Background: an optimization exercise with open tools, aiming at small area, a short achievable clock period and few clock cycles. Do not read the settings as production practice. Function was not checked in any run shown here: the RTL went through the layout flow alone. Power figures rest on the tool's default switching activity, not on a simulated workload.

`flow/flow/run.sh`:
```
#!/bin/bash
# The standard layout, with plain buffers (buf_4) on the ports instead of the
# delay cells buffer_ports picks by default.
set -euo pipefail
export BUFFER_PORTS_ARGS="-buffer_cell sky130_fd_sc_hd__buf_4"
bash standard.sh > standard_flow.log 2>&1
```
`flow/standard.sh`:
```
#!/bin/bash
# synth_recipe.tcl (not shown) runs the flow's synth.tcl, then flattens the netlist and writes it again
# the make line also repeats each setting of config.mk as NAME=value (left out here)
make -C /OpenROAD-flow-scripts/flow DESIGN_CONFIG=/design/flow/config.mk WORK_HOME=/design/flow/orfs CLKGATE_MAP_FILE= SYNTH_SCRIPT=/design/flow/synth_recipe.tcl "${@:-finish}"
```
`flow/config.mk`:
```
export PLATFORM = sky130hd
export DESIGN_NAME = alu
export DESIGN_NICKNAME = alu
export VERILOG_FILES = /design/flow/design.v
export SDC_FILE = /design/flow/constraint.sdc
export NUM_CORES = 4
export LEC_CHECK = 0
export CAP_MARGIN = 20
export CORE_MARGIN = 2
export CORE_UTILIZATION = 60
export SETUP_SLACK_MARGIN = 4.0
export SLEW_MARGIN = 20
export SYNTH_HIERARCHICAL = 1
```
`flow/constraint.sdc`:
```
create_clock -name core_clock -period 9.0 [get_ports {clk}]
set_input_delay 1.8000 -clock core_clock [delete_from_list [all_inputs] [get_ports {clk}]]
set_output_delay 1.8000 -clock core_clock [all_outputs]
set_load 0.01 [all_outputs]
```
`flow/design.v`:
```
`default_nettype none
module alu_csa62 (
    input wire [15:0] a, b, p0, p1, p2, p3,
    output wire [15:0] s, c
);
    wire [15:0] s1 = a ^ b ^ p0;
    wire [15:0] c1 = ((a & b) | (a & p0) | (b & p0)) << 1;
    wire [15:0] s2 = p1 ^ p2 ^ p3;
    wire [15:0] c2 = ((p1 & p2) | (p1 & p3) | (p2 & p3)) << 1;
    wire [15:0] s3 = s1 ^ c1 ^ s2;
    wire [15:0] c3 = ((s1 & c1) | (s1 & s2) | (c1 & s2)) << 1;
    assign s = s3 ^ c3 ^ c2;
    assign c = ((s3 & c3) | (s3 & c2) | (c3 & c2)) << 1;
endmodule
module alu_mux2 (
    input wire sel,
    input wire [15:0] a, b,
    output wire [15:0] o
);
    assign o = sel ? a : b;
endmodule
module alu (
    input wire clk,
    input wire reset,
    input wire enable,
    input wire [3:0] op,
    input wire [15:0] ra,
    input wire [15:0] rb,
    output logic [15:0] out,
    output logic busy
);
    localparam logic [3:0] ALU_ADD = 4'd0, ALU_SUB = 4'd1, ALU_MUL = 4'd2, ALU_DIV = 4'd3,
                           ALU_MOD = 4'd4, ALU_SHL = 4'd5, ALU_SHR = 4'd6, ALU_AND = 4'd7,
                           ALU_OR  = 4'd8, ALU_XOR = 4'd9, ALU_NOR = 4'd10, ALU_POPCNT = 4'd11,
                           ALU_CLZ = 4'd12, ALU_CTZ = 4'd13, ALU_XXX = 4'd14, ALU_CMP = 4'd15;
    localparam logic [1:0] O_SUM = 2'd0, O_LOGIC = 2'd1, O_CMP = 2'd2, O_POP = 2'd3;
    logic [15:0] x, y;
    logic        cin;
    logic [1:0]  omode;
    logic [3:0]  tt;        
    logic        mul;       
    logic        quo;       
    logic        first;     
    logic [3:0]  cnt;       
    logic        nbit;      
    logic [3:0]  mdig;      
    wire [17:0] sum2 = {1'b0, x, 1'b1} + {1'b0, y, cin};
    wire [16:0] sum = sum2[17:1];
    logic [15:0] lu;
    always_comb
        for (int i = 0; i < 16; i++)
            lu[i] = (tt[3] & x[i] & y[i]) | (tt[2] & x[i] & ~y[i]) |
                    (tt[1] & ~x[i] & y[i]) | (tt[0] & ~x[i] & ~y[i]);
    wire        eq = &(x ^ y);
    wire        ge = sum[16];
    wire [4:0]  pop = {2'b0, x[2:0]} + {2'b0, x[5:3]} + {2'b0, y[2:0]} + {2'b0, y[5:3]};
    always_comb begin
        case (omode)
            O_LOGIC: out = lu;
            O_CMP:   out = {13'b0, ge && !eq, eq, !ge};
            O_POP:   out = {11'b0, pop};
            default: out = sum[15:0];
        endcase
    end
    function automatic [4:0] clz16(input [15:0] v);
        logic [3:0] c;
        logic [15:0] t;
        begin
            t = v;
            c = 4'd0;
            if (t[15:8] == 8'b0) begin c[3] = 1'b1; t = t << 8; end
            if (t[15:12] == 4'b0) begin c[2] = 1'b1; t = t << 4; end
            if (t[15:14] == 2'b0) begin c[1] = 1'b1; t = t << 2; end
            if (t[15] == 1'b0) c[0] = 1'b1;
            clz16 = (v == 16'b0) ? 5'd16 : {1'b0, c};
        end
    endfunction
    function automatic [3:0] clz8(input [7:0] v);
        logic [2:0] c;
        logic [7:0] t;
        begin
            t = v;
            c = 3'd0;
            if (t[7:4] == 4'b0) begin c[2] = 1'b1; t = t << 4; end
            if (t[7:6] == 2'b0) begin c[1] = 1'b1; t = t << 2; end
            if (t[7] == 1'b0) c[0] = 1'b1;
            clz8 = (v == 8'b0) ? 4'd8 : {1'b0, c};
        end
    endfunction
    function automatic [2:0] popcnt4(input [3:0] v);
        case (v)
            4'h0: popcnt4 = 3'd0;
            4'h1, 4'h2, 4'h4, 4'h8: popcnt4 = 3'd1;
            4'h7, 4'hB, 4'hD, 4'hE: popcnt4 = 3'd3;
            4'hF: popcnt4 = 3'd4;
            default: popcnt4 = 3'd2;
        endcase
    endfunction
    function automatic [7:0] rev8(input [7:0] v);
        for (int k = 0; k < 8; k++)
            rev8[k] = v[7 - k];
    endfunction
    wire       hi_zero = (ra[15:8] == 8'b0);
    wire       lo_zero = (ra[7:0] == 8'b0);
    wire [3:0] clz_hi = clz8(ra[15:8]);
    wire [3:0] clz_lo = clz8(ra[7:0]);
    wire [3:0] ctz_lo = clz8(rev8(ra[7:0]));
    wire [3:0] ctz_hi = clz8(rev8(ra[15:8]));
    function automatic [15:0] rev16(input [15:0] v);
        for (int k = 0; k < 16; k++)
            rev16[k] = v[15 - k];
    endfunction
    wire        shl = !busy && (op == ALU_SHL);
    wire [4:0]  shamt = busy ? {1'b0, cnt} + 5'd1 : {|rb[15:4], rb[3:0]};
    wire [15:0] sh_in = shl ? rev16(ra) : ra;
    wire [15:0] sh_r = shamt[4] ? 16'b0 : (sh_in >> shamt[3:0]);
    wire [15:0] sh_out = shl ? rev16(sh_r) : sh_r;
    wire [4:0] clz_a = clz16(ra);
    wire [4:0] clz_b = clz16(rb);
    wire [5:0] nm1 = {1'b0, clz_b} - {1'b0, clz_a};
    logic [15:0] rb_above;   
    always_comb begin
        rb_above[15] = 1'b0;
        for (int i = 14; i >= 0; i--) rb_above[i] = rb_above[i + 1] | rb[i + 1];
    end
    wire div_run = (rb != 16'b0) && |(ra & ~rb_above);
    wire [16:0] rem2 = {y, nbit};
    wire [16:0] trial = rem2 - {1'b0, rb};
    wire        qbit = !trial[16];
    wire [15:0] rem_next = qbit ? trial[15:0] : rem2[15:0];
    wire [1:0]  dsel = busy ? cnt[1:0] : 2'd0;
    wire [3:0]  digit = busy ? mdig : rb[3:0];
    wire [15:0] mcand = ra << {dsel, 2'b00};
    wire [15:0] pp0 = mcand & {16{digit[0]}};
    wire [15:0] pp1 = (mcand << 1) & {16{digit[1]}};
    wire [15:0] pp2 = (mcand << 2) & {16{digit[2]}};
    wire [15:0] pp3 = (mcand << 3) & {16{digit[3]}};
    wire [15:0] ax = busy ? x : 16'b0;
    wire [15:0] ay = busy ? y : 16'b0;
    wire [15:0] s4, c4;
    alu_csa62 u_csa (.a(ax), .b(ay), .p0(pp0), .p1(pp1), .p2(pp2), .p3(pp3), .s(s4), .c(c4));
    wire        mul_more = (dsel == 2'd0) ? |rb[15:4] : (dsel == 2'd1) ? |rb[15:8] :
                           (dsel == 2'd2) ? |rb[15:12] : 1'b0;
    logic [15:0] xv, yv;
    logic [1:0]  mv;
    logic [3:0]  tv;
    always_comb begin
        xv = ra;
        yv = rb;
        mv = O_SUM;
        tv = 4'b0000;
        case (op)
            ALU_SUB: yv = ~rb;
            ALU_DIV: begin xv = {16{rb == 16'b0}}; yv = ra; mv = O_LOGIC; tv = 4'b1100; end
            ALU_MOD: begin xv = {16{rb == 16'b0}}; yv = ra; mv = O_LOGIC; tv = 4'b1010; end
            ALU_SHL, ALU_SHR: begin xv = sh_out; mv = O_LOGIC; tv = 4'b1100; end
            ALU_AND: begin mv = O_LOGIC; tv = 4'b1000; end
            ALU_OR:  begin mv = O_LOGIC; tv = 4'b1110; end
            ALU_XOR: begin mv = O_LOGIC; tv = 4'b0110; end
            ALU_NOR: begin mv = O_LOGIC; tv = 4'b0001; end
            ALU_POPCNT: begin
                xv = {10'b0, popcnt4(ra[7:4]), popcnt4(ra[3:0])};
                yv = {10'b0, popcnt4(ra[15:12]), popcnt4(ra[11:8])};
                mv = O_POP;
            end
            ALU_CLZ: begin xv = {12'b0, clz_hi}; yv = {12'b0, hi_zero ? clz_lo : 4'd0}; end
            ALU_CTZ: begin xv = {12'b0, ctz_lo}; yv = {12'b0, lo_zero ? ctz_hi : 4'd0}; end
            ALU_CMP: begin yv = ~rb; mv = O_CMP; end
            default: ;
        endcase
    end
    wire        issue = !busy && enable && op != ALU_XXX;
    wire        sel_mul = busy ? mul : (op == ALU_MUL);
    wire [15:0] x_other = !busy ? xv : {x[14:0], qbit};
    wire [15:0] y_other = !busy ? yv : first ? sh_r : rem_next;
    wire        x_load = issue || (busy && (mul || !first));
    wire        y_load = issue || busy;
    wire [15:0] x_next, y_next;
    alu_mux2 u_xmux (.sel(sel_mul), .a(s4), .b(x_other), .o(x_next));
    alu_mux2 u_ymux (.sel(sel_mul), .a(c4), .b(y_other), .o(y_next));
    always_ff @(posedge clk) begin
        if (x_load) x <= x_next;
        if (y_load) y <= y_next;
    end
    always_ff @(posedge clk) begin
        if (reset) begin
            omode <= O_LOGIC;
            busy <= 1'b0;
        end else if (busy) begin
            if (mul) begin
                if (!mul_more) busy <= 1'b0;
            end else if (!first) begin
                if (cnt == 4'd0) busy <= 1'b0;
            end
        end else if (enable && op != ALU_XXX) begin
            cin <= (op == ALU_SUB) || (op == ALU_CMP);
            omode <= mv;
            busy <= ((op == ALU_DIV || op == ALU_MOD) && div_run) || ((op == ALU_MUL) && mul_more);
        end
    end
    always_ff @(posedge clk) begin
        if (busy) begin
            if (mul) cnt <= cnt + 4'd1;
            else if (!first) cnt <= cnt - 4'd1;
            mdig <= rb[4*(cnt[1:0] + 2'd1) +: 4];
            first <= 1'b0;
            nbit <= first ? ra[cnt] : ra[cnt - 4'd1];
        end else if (enable && (op == ALU_DIV || op == ALU_MOD)) begin
            cnt <= nm1[3:0];
            mul <= 1'b0;
            quo <= (op == ALU_DIV);
            first <= div_run;
        end else if (enable && op == ALU_MUL) begin
            cnt <= 4'd1;
            mdig <= rb[7:4];
            mul <= 1'b1;
        end
        if (reset) tt <= 4'b0000;
        else if (!busy && enable && op != ALU_XXX) tt <= tv;
    end
endmodule
```
==> notes.md, run 1 <==
hold crit path type reg -> reg; TritonCTS clock tree yes; Finish-stage setup viols 0; Remaining DRCs 0; Cell Pwr Density 169 nW/um^2; Cells after Synth 1,318; Vias between 10,000 and 15,000; Rel. slew slack 20.8%; CP arrival 3110 ps; final clock skew between 15 and 20 ps; CP Launch Point y[7]; CP Class reg -> out; die area 19,200 um^2; Post-Route Utilization between 60% and 70%; Top-Level Pins 56; fraction of registers with async set/reset 0%; layout cells sized above 1 between 15 and 20%; floorplan core area 17,900 um^2; Initial Util 60.8%; sequential fraction of the synthesis area 13.3%; max_cap viols 0; Synth Area in XOR/XNOR 4.47%; largest family of logic cells by synthesized area compound AO/OA/AOI/OAI gates; CTS Buffer Depth 2; number of synthesized flops with an enable pin 43; Synth Area in Compound Gates roughly 23%; cell taking the most area after synthesis fa_1; synth top area cells fa_1 (12%), edfxtp_1 (12%), mux4_2 (7.7%), nor2_1 (6.4%), ha_1 (6.3%); crit share post-route 54.5%; sequential cell area 1460 um^2; vias in the first global route 10,200; GRT Total Usage 40.6%; n_diodes 0; Worst VDD drop around 0.15 mV; drt initial violations 1,249; Multi-input gate area ~9000 um^2; Layout area overhead 7.67%; clock transition at the registers of the reported paths 80 ps; drt via density 7.03; # rows 49; Leak between 0.004 and 0.005 uW; Max Freq 204 MHz; Least-Margin Pin Slew 1180 ps; # fillers 1,578; final max-slew violation count 0; Die Ht 139 um; CP Max Fanout 6; Synth cell types 80; Yosys Warn Count 7; mux share of post-synthesis cell area 15.5%; Final Hold Fails 0; FF-to-FF setup slack 4560 ps; Die Width 139 um; first-pass GRT wire length between 60 and 70 mm; router iterations before antenna repair 6; Reg2Reg Depth 10; dominant synthesized flop cell edfxtp_1; pin count of the biggest net entering global routing 67; hpwl dp just under 30 mm; syn_area_per_cell between 8 and 9 um^2; endpoint class of the critical path output port; port bufs 55; status no timing/DRC/antenna violations; GPL Wtd Cong approximately 1.0; initial antenna violation count 1; GRT overflow 0; final hold slack 644 ps; clk sinks a little over 50; count of antenna-violating nets left after detailed routing 0; Detailed Route WL about 40 mm; routed len/inst 25.8 um; setup TNS 0 ps; Reg-to-Reg End x[13]; Critical Path RT 7200 ps; TritonCTS Buffers 5; Post-Synth Simple-Gate Area 18.6%; CTS root buffer clkbuf_16; CP startpoint kind register; fin nets 1,481; commonest non-fill, non-tap cell in the layout nor2_1; worst skew pair latency roughly 320 ps; most frequent cells in the layout nor2_1 (184), a21oi_1 (107), nand2_1 (102); Synth Area in Adders 18.6%; Setup crit end out[0]; htree depth 2; flops & latches, synth 51; fin crit period 4910 ps; RSZ-0062 raised after global routing yes; Syn Std Cell Area 10,900 um^2; top cell type's share of synthesized area 12.3%; worst r2r src cnt[0]
sequential cells by signal (all words and copies together) (netlist names):
name and cells:
busy 1, cin 1, cnt 4, first 1
mdig 4, mul 1, nbit 1, omode 2
tt 4, x 16, y 16
routing by layer:
layer / share of wire (%) / track usage (%)
met1: 40 / 55.0
met5: 0 / 0
met3: 12 / 11.5
met4: 5.3 / 17.7
met2: 43 / 61.3
synth_stat cells, types with 12 or more instances:
library cell / instances
nor2_1: 186
a21oi_1: 108
nand2_1: 102
clkbuf_1: 74
fa_1: 67
o21ai_0: 67
inv_1: 60
ha_1: 55
edfxtp_1: 43
xnor2_1: 41
mux2i_1: 38
mux4_2: 37
and2_1: 36
a211oi_1: 23
nand3_1: 22
mux2_4: 20
nor3_1: 20
nand2b_1: 19
nor2b_1: 16
o211ai_1: 16
a221oi_1: 15
a22oi_1: 15
mux2_2: 15
a21o_1: 14
xor2_1: 12
modules after synthesis, one instance, submodules excluded:
module / cells inside / times used / flip-flops and latches / cell area, um^2
alu: 1204 / 1 / 51 / 9090
alu_mux2: 18 / 2 / 0 / 249
alu_csa62: 78 / 1 / 0 / 1300
kinds of logic after synthesis:
family          Yosys count
simple gates            442
buf+inv                 161
mux                     110
compound gates          376
xor+xnor                 54
fa+ha+maj               122
flops                    51
other cells               2
final cells by class:
cell class	instances	share of cell area, %
Timing Repair Buffer	90	5.87
Tap cell	229	2.44
Sequential cell	51	12.4
Clock buffer	5	1.07
Multi-Input combinational cell	1112	75.7
Clock inverter	3	0.576
Inverter	60	1.95
metrics by stage:
stage | worst slack (ps) | area, um^2 | power [uW] | cells
after floorplan | 4140 | 10900 | 1290 | 1324
after global placement | 3670 | 11300 | 1600 | 1520
after detailed placement | 3550 | 11300 | 1620 | 1520
after CTS | 4040 | 11500 | 1900 | 1533
after global routing | 3960 | 11700 | 2110 | 1550
final | 4090 | 11700 | 1980 | 1550
worst max-delay path, cell delays in order (launching register included):
cell	delay (ps)
edfxtp_1	560
ha_2	480
nand2_1	120
or3_1	380
o221ai_1	180
a21o_1	140
a21oi_1	50
o21ai_0	350
a211oi_1	110
a21oi_1	170
a21oi_1	80
buf_4	150
power breakdown:
group          total (uW)  switching, uW  leakage (uW)  internal [uW]
clock network         260            100     0.0000900            160
logic                1330            740       0.00421            588
registers             394           81.9      0.000482            312
total                1980            922       0.00478           1060
repair_timing:
action | in CTS | in global routing
buffers inserted | 5 | 16
endpoints found under the setup margin | 7 | 13
pin swaps | 0 | 5
cloned | 0 | 0
hold buffers | 0 | 0
gates resized for setup | 3 | 14
worst min-delay path by stage:
stage / startpoint / end / slack (ps) / depth (start not counted)
CTS: first / first / 640 / 2
global route: first / first / 680 / 2
global placement: first / first / 620 / 2
finish: first / first / 640 / 2
detailed placement: first / first / 630 / 2
floorplan: busy / nbit / 510 / 0
==> run 2: changes to the inputs <==
--- a/flow/config.mk
+++ b/flow/config.mk
@@ -10,3 +10,3 @@
 export CORE_UTILIZATION = 60
-export SETUP_SLACK_MARGIN = 4.0
+export SETUP_SLACK_MARGIN = 4.3
 export SLEW_MARGIN = 20
==> run 2 against run 1 <==
Compared with the run above: still clean on timing, DRC and antenna; utilization is 2.6 points higher; sequential power is 4% lower; register-to-register slack worse by 150 ps; via count is 2.3% higher; combinational power is 8% higher; clock skew is 5.4 ps higher; hold slack worse by 16 ps; routed wire length is 2.5% higher; clock power is 19% lower; synthesized area stayed put; first-iteration DRC count is 19% higher; largest cell class unchanged; largest power group unchanged.
==> notes.md, run 2 <==
die area 19,200 um^2; clk sinks 51; layout cells sized above 1 20.7%; final max-slew violation count 0; top cell type's share of synthesized area between 10% and 20%; post-cts hold buffer count 0; drt initial violations 1,490; Leak 0.00492 uW; floorplan core area 17,900 um^2; Post-Synth Simple-Gate Area 18.6%; worst skew pair latency 320 ps; port bufs 55; Least-Margin Pin Slew roughly 1100 ps; count of antenna-violating nets left after detailed routing 0; Post-Place Cells 1,519; flops & latches, synth 51; Syn Std Cell Area 10,900 um^2; final instance area 12,200 um^2; mux share of post-synthesis cell area 15.5%; clock transition at the registers of the reported paths ~90 ps; count leader, synth nor2_1; Initial Util about three fifths; fin crit period ~4800 ps; Post-Route Utilization around two thirds; fraction of registers with async set/reset 0%; n_diodes 0; worst r2r src busy; Layout area overhead 12.0%; initial antenna violation count 0; Rel. slew slack 24.0%; RSZ-0062 raised after global routing yes; vias in the first global route between 10,000 and 15,000; GRT Total Usage 41.8%; Cells after Synth 1,318; Top Registers x: 16 flops, y: 16 flops; crit share post-route between 50% and 60%; setup TNS 0 ps; Synth Area in Adders 18.6%; status no timing/DRC/antenna violations; Reg2Reg Depth 8; most frequent cells in the layout nor2_1 (182), buf_4 (108), nand2_1 (101); largest family of logic cells by synthesized area compound AO/OA/AOI/OAI gates; drt via density between 7 and 8; dominant synthesized flop cell edfxtp_1; Synth Area in XOR/XNOR about 4.5%; Die Width about 140 um; CTS root buffer clkbuf_16; Vias 11,100; final hold slack 628 ps; CP arrival a little over 3000 ps; WHS Endpoint first; sequential fraction of the synthesis area 13.3%; Die Ht 139 um; Synth cell types 80; Worst Hold Launch first; Final Hold Fails 0; number of synthesized flops with an enable pin 43; synth cell count leaders nor2_1 (186), a21oi_1 (108), nand2_1 (102); synth top area cells fa_1 (12%), edfxtp_1 (12%), mux4_2 (7.7%), nor2_1 (6.4%), ha_1 (6.3%); Yosys Warn Count 7; CP startpoint kind register; GPL Wtd Cong 1.04; max_cap viols 0; router iterations before antenna repair 6; Layout Cells excl Fill 1,574; CP Class reg -> out; Remaining DRCs 0; fin nets 1,505; Detailed Route WL 41.0 mm; Reg-to-Reg End x[7]; CTS Buffer Depth 2; TritonCTS clock tree yes; routed len/inst 26.0 um; Finish-stage setup viols 0; syn_area_per_cell 8.26 um^2; FF-to-FF setup slack 4410 ps; pin count of the biggest net entering global routing 59; hold crit path type reg -> reg; worst hold stages 2; hpwl dp 29.5 mm; GRT overflow 0; Cell Pwr Density 167 nW/um^2; Critical Path RT around 7000 ps; Worst VDD drop 0.143 mV; first-pass GRT wire length roughly 62 mm; # rows just under 50; # fillers 1,572; final clock skew ~22 ps; cell taking the most area after synthesis fa_1; TritonCTS Buffers 5; endpoint class of the critical path output port; Synth Area in Compound Gates 23.1%; Placed Area 11,300 um^2; commonest non-fill, non-tap cell in the layout nor2_1; Max Freq 207 MHz; CP Max Fanout 5; htree depth 2; Top-Level Pins 56
run 2: logic make-up (layout without fill, tap and decap cells):
kind of cell | count (synthesis) | count (layout)
AND/OR/NAND/NOR | 442 | 442
flip-flops | 51 | 51
XOR/XNOR | 54 | 54
other | 2 | 8
buffers and inverters | 161 | 181
AO/OA/AOI/OAI | 376 | 377
multiplexers | 110 | 110
adder cells (fa/ha/maj) | 122 | 122
run 2: report_power, final:
part / total [uW] / leakage (uW) / internal, uW / switching (uW)
combinational: 1440 / 0.00437 / 635 / 806
clock: 210 / 0.0000664 / 105 / 105
sequential: 379 / 0.000482 / 312 / 67.6
run 2: area by class of cell:
class                      instances  area, um^2  area share [%]
timing repair buffer             113         876            7.18
inverter                          60         229            1.88
tap                              229         287            2.35
multi-input combinational       1113        9200            75.4
sequential                        51        1460            11.9
clock buffer                       5         125            1.03
clock inverter                     3        23.8           0.195
run 2: worst max-delay path, stage by stage, from the launching register on:
cell	delay, ps
edfxtp_1	430
buf_4	180
ha_4	270
nor2b_1	150
o31a_1	300
o2111ai_2	190
nand2_2	110
a311oi_4	360
nor3_2	100
o31a_1	250
a22o_1	230
buf_4	140
run 2: layer usage:
| metal | part of all wire [%] | vias to the layer above | track usage [%] |
|---|---|---|---|
| li1 | - | 4852 | - |
| met1 | 38 | 5299 | 56.0 |
| met2 | 43 | 822 | 64.1 |
| met3 | 13 | 169 | 10.9 |
| met4 | 5.3 | 0 | 19.0 |
| met5 | 0 | - | 0 |
run 2: Yosys stat by module, one instance, submodules excluded:
module     times used  flops+latches  cells inside
alu                 1             51          1204
alu_csa62           1              0            78
alu_mux2            2              0            18
run 2: through the flow:
stage | setup slack [ps] | total power (uW)
3_5_place_dp | 3460 | 1620
6_report | 4170 | 2030
2_1_floorplan | 4270 | 1290
4_1_cts | 4210 | 1920
3_3_place_gp | 3430 | 1600
5_1_grt | 4080 | 2150
run 2: worst max-delay path by stage:
stage,depth (start not counted),to,start
global route,12,out[15],y[1]
floorplan,19,cnt[3],ra[9]
finish,11,out[13],y[1]
detailed placement,19,cnt[3],ra[9]
CTS,11,out[13],y[1]
global placement,19,cnt[3],ra[9]
run 2: timing repair:
| action | CTS | global route |
|---|---|---|
| setup endpoints to repair | 35 | 46 |
| gates resized for setup | 37 | 46 |
| buffers inserted | 29 | 17 |
| pin swaps | 15 | 18 |
| gates cloned | 1 | 0 |

==> static timing again, ports no longer ideal <==
No port has a modelled driver above. Below, the same layouts with a new extraction and two added sets of constraints.
Step 1, drivers: a clkbuf_16 drives clk and a buf_2 each remaining input, both assumed.
Step 2 moves the port delays by t, midway between the first and last clock arrival at a register: inputs arrive t later, outputs are due t later. That takes back most of the time a late clock gives input paths.
Slacks: no drivers / after step 1 / after step 2; pairs: no drivers / after step 1.
run | shift t [ns] | setup WS [ns] | worst data-port slew with drivers (ns) | cell pins on the clock port's net
run 1 | 0.354 | 4.094 / 4.050 / 3.815 | 0.04 | 1
run 2 | 0.357 | 4.173 / 4.126 / 3.981 | 0.04 | 1
After both steps setup and hold are still met in every run listed. The setup slack of run 1, which loses most, moves by -0.044 ns with the drivers and by -0.279 ns with both steps.
